Source: an optimization exercise on an open RTL-to-GDS flow (aim: a short achievable clock period and few clock cycles). Production flows keep margins and buffers that such runs may drop.
At most, simulation tests tie the RTL to the original design; equivalence was not proved.
No activity file was given, so power comes from the tool's default toggle rates.

Design cpu, start of the top module:
module cpu(clk, reset, read_data, datapath_out, N, V, Z, mem_addr, m_cmd, write_data, halt_state_output);
Size in the first run: roughly 1900 cells after synthesis, ~310 flip-flops, ~19000 um^2 of cells after synthesis.
Settings: LEC_CHECK=0, ABC_CLOCK_PERIOD_IN_PS=2000, CAP_MARGIN=20, CORE_MARGIN=2, CORE_UTILIZATION=40, SETUP_SLACK_MARGIN=3.5, SLEW_MARGIN=20, TNS_END_PERCENT=100; clock period 6.0 ns.
run.sh (not shown) runs the stock make flow with config.mk's settings and CLKGATE_MAP_FILE= SYNTH_SCRIPT=/design/flow/synth_recipe.tcl, a recipe that flattens the netlist after the stock synthesis.
Edit:
--- a/flow/config.mk
+++ b/flow/config.mk
@@ -8 +8 @@
-export ABC_CLOCK_PERIOD_IN_PS = 2000
+export ABC_CLOCK_PERIOD_IN_PS = 1000
@@ -12 +12 @@
-export SETUP_SLACK_MARGIN = 3.5
+export SETUP_SLACK_MARGIN = 4.0
Outcome: Global-route usage rose by 2.2 points. Synthesized cell count stays the same. Via count rose by 4.7%. Setup slack is better by 19 ps. Maximum frequency rose by 0.48%. Die area is unchanged. First-iteration DRC count rose by 9.3%. Register-to-register slack is better by 20 ps.
No run of this note included a check of the RTL's function; only the layout flow was run.

========
v51:
The RTL this note starts from:
==> flow/design.v <==
module cpu(clk, reset, read_data, datapath_out, N, V, Z, mem_addr, m_cmd, write_data, halt_state_output);
  input clk, reset;
  input [15:0] read_data;
  output [15:0] datapath_out;
  output N, V, Z;
  output [8:0] mem_addr;
  output [1:0] m_cmd;
  output [15:0] write_data;
  output halt_state_output;
  reg [127:0] rf;             
  reg [15:0]  C;
  reg         fN, fV, fZ;
  reg         halted;
  reg [8:0]   pcF;            
  reg         fv;             
  reg [8:0]   fa, fa1;        
  reg [15:0]  IR;
  reg         iv;             
  reg [8:0]   ipc1, ipc2;     
  reg [8:0]   itgt;           
  reg [1:0]   scnt;           
  reg         d_add, d_cmp, d_and, d_mvn, d_mov, d_movi, d_ldr, d_str, d_bx, d_bl, d_halt;
  reg         d_we;           
  reg [7:0]   d_wsel;         
  reg [7:0]   d_asel;         
  reg [7:0]   d_bsel;         
  reg [1:0]   d_sh;           
  reg         c_alw, c_z, c_nz, c_lt, c_le, c_c;    
  reg         dop, dst;       
  reg [8:0]   daddr;
  reg         ld1, ld2;       
  reg [2:0]   ld1rd, ld2rd;
  reg         kill;           
  reg [8:0]   kpc;
  wire exec = iv & (scnt == 2'd0) & ~kill & ~halted;
  reg [15:0] A, Braw;
  integer k;
  always @(*) begin
    A = 16'd0; Braw = 16'd0;
    for (k = 0; k < 8; k = k + 1) begin
      A    = A    | ({16{d_asel[k]}} & rf[16*k +: 16]);
      Braw = Braw | ({16{d_bsel[k]}} & rf[16*k +: 16]);
    end
  end
  reg [15:0] shB;
  always @(*) begin
    case (d_sh)
      2'b00: shB = Braw;
      2'b01: shB = {Braw[14:0], 1'b0};
      2'b10: shB = {1'b0, Braw[15:1]};
      default: shB = {Braw[15], Braw[15:1]};
    endcase
  end
  wire [15:0] sx5  = {{11{IR[4]}}, IR[4:0]};
  wire [15:0] sx8  = {{8{IR[7]}}, IR[7:0]};
  wire        mem  = d_ldr | d_str;
  wire [15:0] addB = mem ? sx5 : shB;
  wire [15:0] sum  = A + addB;
  wire [15:0] diff = A - shB;
  wire        eqz  = (A == shB);
  wire        nV   = ~eqz & A[15] & shB[15];
  wire        nN   = ~eqz & ~nV & diff[15];
  wire [8:0]  blv  = itgt - 9'd2;
  reg [15:0] res;
  always @(*) begin
    res = 16'd0;
    if (d_add)  res = res | sum;
    if (d_and)  res = res | (A & shB);
    if (d_mvn)  res = res | ~shB;
    if (d_mov)  res = res | shB;
    if (d_movi) res = res | sx8;
    if (d_bl)   res = res | {7'd0, blv};
  end
  reg [15:0] cnext;
  always @(*) begin
    if (d_ldr)              cnext = sum;
    else if (d_str | d_bx)  cnext = Braw;
    else if (d_movi)        cnext = 16'd0;
    else                    cnext = res;
  end
  wire cwr = d_add | d_and | d_mvn | d_mov | d_movi | d_ldr | d_str | d_bx;
  wire flt   = fN | fV;
  wire takec = c_alw | (c_z & fZ) | (c_nz & ~fZ) | (c_lt & flt) | (c_le & (flt | fZ)) | c_c;
  wire taken = exec & takec;
  wire [8:0] tgt = c_c ? C[8:0] : itgt;
  wire redir = taken & ~dop;
  assign mem_addr = dop ? daddr : (redir ? tgt : pcF);
  assign m_cmd    = dop ? (dst ? 2'b10 : 2'b01) : (halted ? 2'b00 : 2'b01);
  assign write_data = C;
  assign datapath_out = C;
  assign N = fN;
  assign V = fV;
  assign Z = fZ;
  assign halt_state_output = halted;
  wire flush      = (exec & (takec | d_bx)) | kill;   
  wire ir_free    = ~iv | exec | kill;
  wire cap        = fv & ~flush & ir_free;
  wire drop_stall = fv & ~flush & ~ir_free;
  wire fetch_seq  = ~dop & ~halted & ~redir & ~(iv & d_bx) & ~drop_stall & ~kill;
  wire [8:0] fa_n = redir ? tgt : pcF;
  wire [8:0] fa1_n = fa_n + 9'd1;
  wire [15:0] rd = read_data;
  wire [4:0] op5 = rd[15:11];
  wire p_add  = op5 == 5'b10100;
  wire p_cmp  = op5 == 5'b10101;
  wire p_and  = op5 == 5'b10110;
  wire p_mvn  = op5 == 5'b10111;
  wire p_movi = op5 == 5'b11010;
  wire p_mov  = op5 == 5'b11000;
  wire p_ldr  = op5 == 5'b01100;
  wire p_str  = op5 == 5'b10000;
  wire p_b    = op5 == 5'b00100;
  wire p_bl   = op5 == 5'b01011;
  wire p_bx   = op5 == 5'b01000;
  wire p_halt = ~(p_add | p_cmp | p_and | p_mvn | p_movi | p_mov | p_ldr | p_str | p_b | p_bl | p_bx);
  wire [2:0] rRn = rd[10:8], rRd = rd[7:5], rRm = rd[2:0];
  wire use_rn = p_add | p_cmp | p_and | p_ldr | p_str | p_movi | p_bl;
  wire use_rd = p_add | p_and | p_mvn | p_mov | p_ldr | p_str | p_bx;
  wire use_rm = p_add | p_cmp | p_and | p_mvn | p_mov;
  wire dep0 = iv & d_ldr & ((use_rn & (rRn == IR[7:5])) | (use_rd & (rRd == IR[7:5])) | (use_rm & (rRm == IR[7:5])));
  wire dep1 = ld1 & ((use_rn & (rRn == ld1rd)) | (use_rd & (rRd == ld1rd)) | (use_rm & (rRm == ld1rd)));
  wire [2:0] bnum = (p_str | p_bx) ? rRd : rRm;
  wire [2:0] wnum = (p_movi | p_bl) ? rRn : rRd;
  wire [2:0] cnd = rd[10:8];
  integer r;
  always @(posedge clk) begin
    for (r = 0; r < 8; r = r + 1) begin
      if (exec & d_we & d_wsel[r])
        rf[16*r +: 16] <= res;
      else if (ld2 & (ld2rd == r))
        rf[16*r +: 16] <= read_data;
    end
    if (exec & cwr) C <= cnext;
    if (exec & d_cmp) begin
      fZ <= eqz; fV <= nV; fN <= nN;
    end
    if (cap) begin
      IR <= rd;
      ipc1 <= fa1;
      ipc2 <= fa1 + 9'd1;
      itgt <= fa1 + {rd[7], rd[7:0]};
      scnt <= dep0 ? 2'd2 : (dep1 ? 2'd1 : 2'd0);
      d_add <= p_add; d_cmp <= p_cmp; d_and <= p_and; d_mvn <= p_mvn;
      d_mov <= p_mov; d_movi <= p_movi; d_ldr <= p_ldr; d_str <= p_str;
      d_bx <= p_bx; d_bl <= p_bl; d_halt <= p_halt;
      d_we <= p_add | p_and | p_mvn | p_mov | p_movi | p_bl;
      d_wsel <= 8'd1 << wnum;
      d_asel <= 8'd1 << rRn;
      d_bsel <= 8'd1 << bnum;
      d_sh <= (p_add | p_cmp | p_and | p_mvn | p_mov) ? rd[4:3] : 2'b00;
      c_alw <= (p_b & (cnd == 3'b000 | cnd == 3'b101)) | p_bl;
      c_z   <= p_b & (cnd == 3'b001);
      c_nz  <= p_b & (cnd == 3'b010);
      c_lt  <= p_b & (cnd == 3'b011);
      c_le  <= p_b & (cnd == 3'b100);
      c_c   <= p_b & (cnd == 3'b110);
    end else if (scnt != 2'd0)
      scnt <= scnt - 2'd1;
    daddr <= sum[8:0];
    dst <= d_str;
    ld1rd <= IR[7:5];
    ld2rd <= ld1rd;
    kpc <= ipc1;
    fa <= fa_n;
    fa1 <= fa1_n;
    if (kill)
      pcF <= kpc;
    else if (drop_stall)
      pcF <= fa;
    else if (exec & d_bx)
      pcF <= Braw[8:0];
    else if (taken)
      pcF <= redir ? fa1_n : tgt;
    else if (fetch_seq)
      pcF <= fa1_n;
    if (reset) begin
      pcF <= 9'd0;
      fv <= 1'b0;
      iv <= 1'b0;
      scnt <= 2'd0;
      dop <= 1'b0;
      ld1 <= 1'b0;
      ld2 <= 1'b0;
      kill <= 1'b0;
      halted <= 1'b0;
    end else begin
      fv <= redir | fetch_seq;
      iv <= cap | (iv & ~ir_free);
      dop <= exec & mem;
      ld1 <= exec & d_ldr;
      ld2 <= ld1;
      kill <= exec & d_str & ((sum[8:0] == ipc1) | (sum[8:0] == ipc2));
      if (exec & d_halt) halted <= 1'b1;
    end
  end
endmodule
==> flow/config.mk <==
export PLATFORM = sky130hd
export DESIGN_NAME = cpu
export DESIGN_NICKNAME = cpu
export VERILOG_FILES = /design/flow/design.v
export SDC_FILE = /design/flow/constraint.sdc
export NUM_CORES = 4
export LEC_CHECK = 0
export ABC_CLOCK_PERIOD_IN_PS = 2500
export CAP_MARGIN = 20
export CORE_MARGIN = 2
export CORE_UTILIZATION = 40
export SETUP_SLACK_MARGIN = 2.5
export SLEW_MARGIN = 20
==> flow/constraint.sdc <==
create_clock -name core_clock -period 6.0 [get_ports {clk}]
set_input_delay 1.2000 -clock core_clock [delete_from_list [all_inputs] [get_ports {clk}]]
set_output_delay 1.2000 -clock core_clock [all_outputs]
set_load 0.01 [all_outputs]
Both conditions hold for v51: the flow ran to the end and the final layout passed the timing, design-rule and antenna checks.
Testbench counts of v51, summed over its fixed seeds: cycles 45,678.
Input changes introduced in v53 (baseline for comparison: v51):
- SETUP_SLACK_MARGIN no longer set, was 2.5
- ABC_CLOCK_PERIOD_IN_PS no longer set, was 2500
==> comparison <==
v53 vs v51: power in combinational cells down in v53. Combined buffer and inverter count along the critical path: v53 < v51. Row post-place instance area: v53 lower / v51 higher. Run comparison: v53 source of the critical timing path d_bsel[0]; v51 source of the critical timing path d_bsel[6]. Delta(highest net fanout along the worst path, v53 - v51) > 0. v53 vs v51: multi-input gate share of the layout cell area up in v53. On v53: number of multi-input combinational cells in the layout is 5 lower than what v51 gave. Row non-clock buffer count: v53 lower / v51 higher. Delta (v53 minus v51): combinational group share of total power -14 points; data arrival time of the critical path +1.13 ns.
The inputs of v16 differ from those of v53 as listed below.
- TNS_END_PERCENT: unset -> 100
- SETUP_SLACK_MARGIN: unset -> 3.5
- ABC_CLOCK_PERIOD_IN_PS: unset -> 2000
Results
In summary, v16 completed successfully, with a layout that passed the timing, design-rule and antenna checks.
Diff v53..v16 | number of cells in the design after placement | negligible
Going from v53 to v16, critical path data required time rose 0.04 ns, number of buffers created by CTS climbed 13%.
Where area of all placed cells without fillers is concerned, v53 is better than v16.
v16 vs. v53: total detailed-routing wirelength went up by 18%.
The lower sum of met3 wire segment lengths after detailed routing came out of v53.
Going from v53 to v16, the number of nets at the end of the flow was found to have gone up by 294.
Total power: v16 above v53
v16 — critical path depth 2 higher, v53 as reference

==> separate check: timing with driven ports <==
Ports are ideal in the flow. The routed layouts listed here were re-timed in OpenROAD.
Step 1 sets driving cells, clkbuf_16 on the clock port and buf_2 on the other inputs (assumed; they add their load-dependent delay and slew).
Step 2 adds t to the input delays and takes it off the output delays; t is the mean of the earliest and latest rising clock arrival at the registers after step 1. Input paths then give back, and output paths get back, about the clock's delay inside the block.
a / b / c = ideal ports / drivers / drivers and shift; a / b = the first two.
| run | shift t [ns] | setup WS [ns] | slew at the worst register clock pin (ns) |
|---|---|---|---|
| the first run of note 1 | 0.617 | 1.953 / 1.953 / 1.953 | 0.06 / 0.06 |
| the second run of note 1 | 0.621 | 1.972 / 1.972 / 1.972 | 0.06 / 0.06 |
| v51 | 0.570 | 1.943 / 1.943 / 1.943 | 0.06 / 0.06 |
| v53 | 0.627 | 0.761 / 0.761 / 0.761 | 0.07 / 0.07 |
| v16 | 0.589 | 2.033 / 2.033 / 2.033 | 0.06 / 0.06 |
After both steps setup and hold are still met in every run listed.
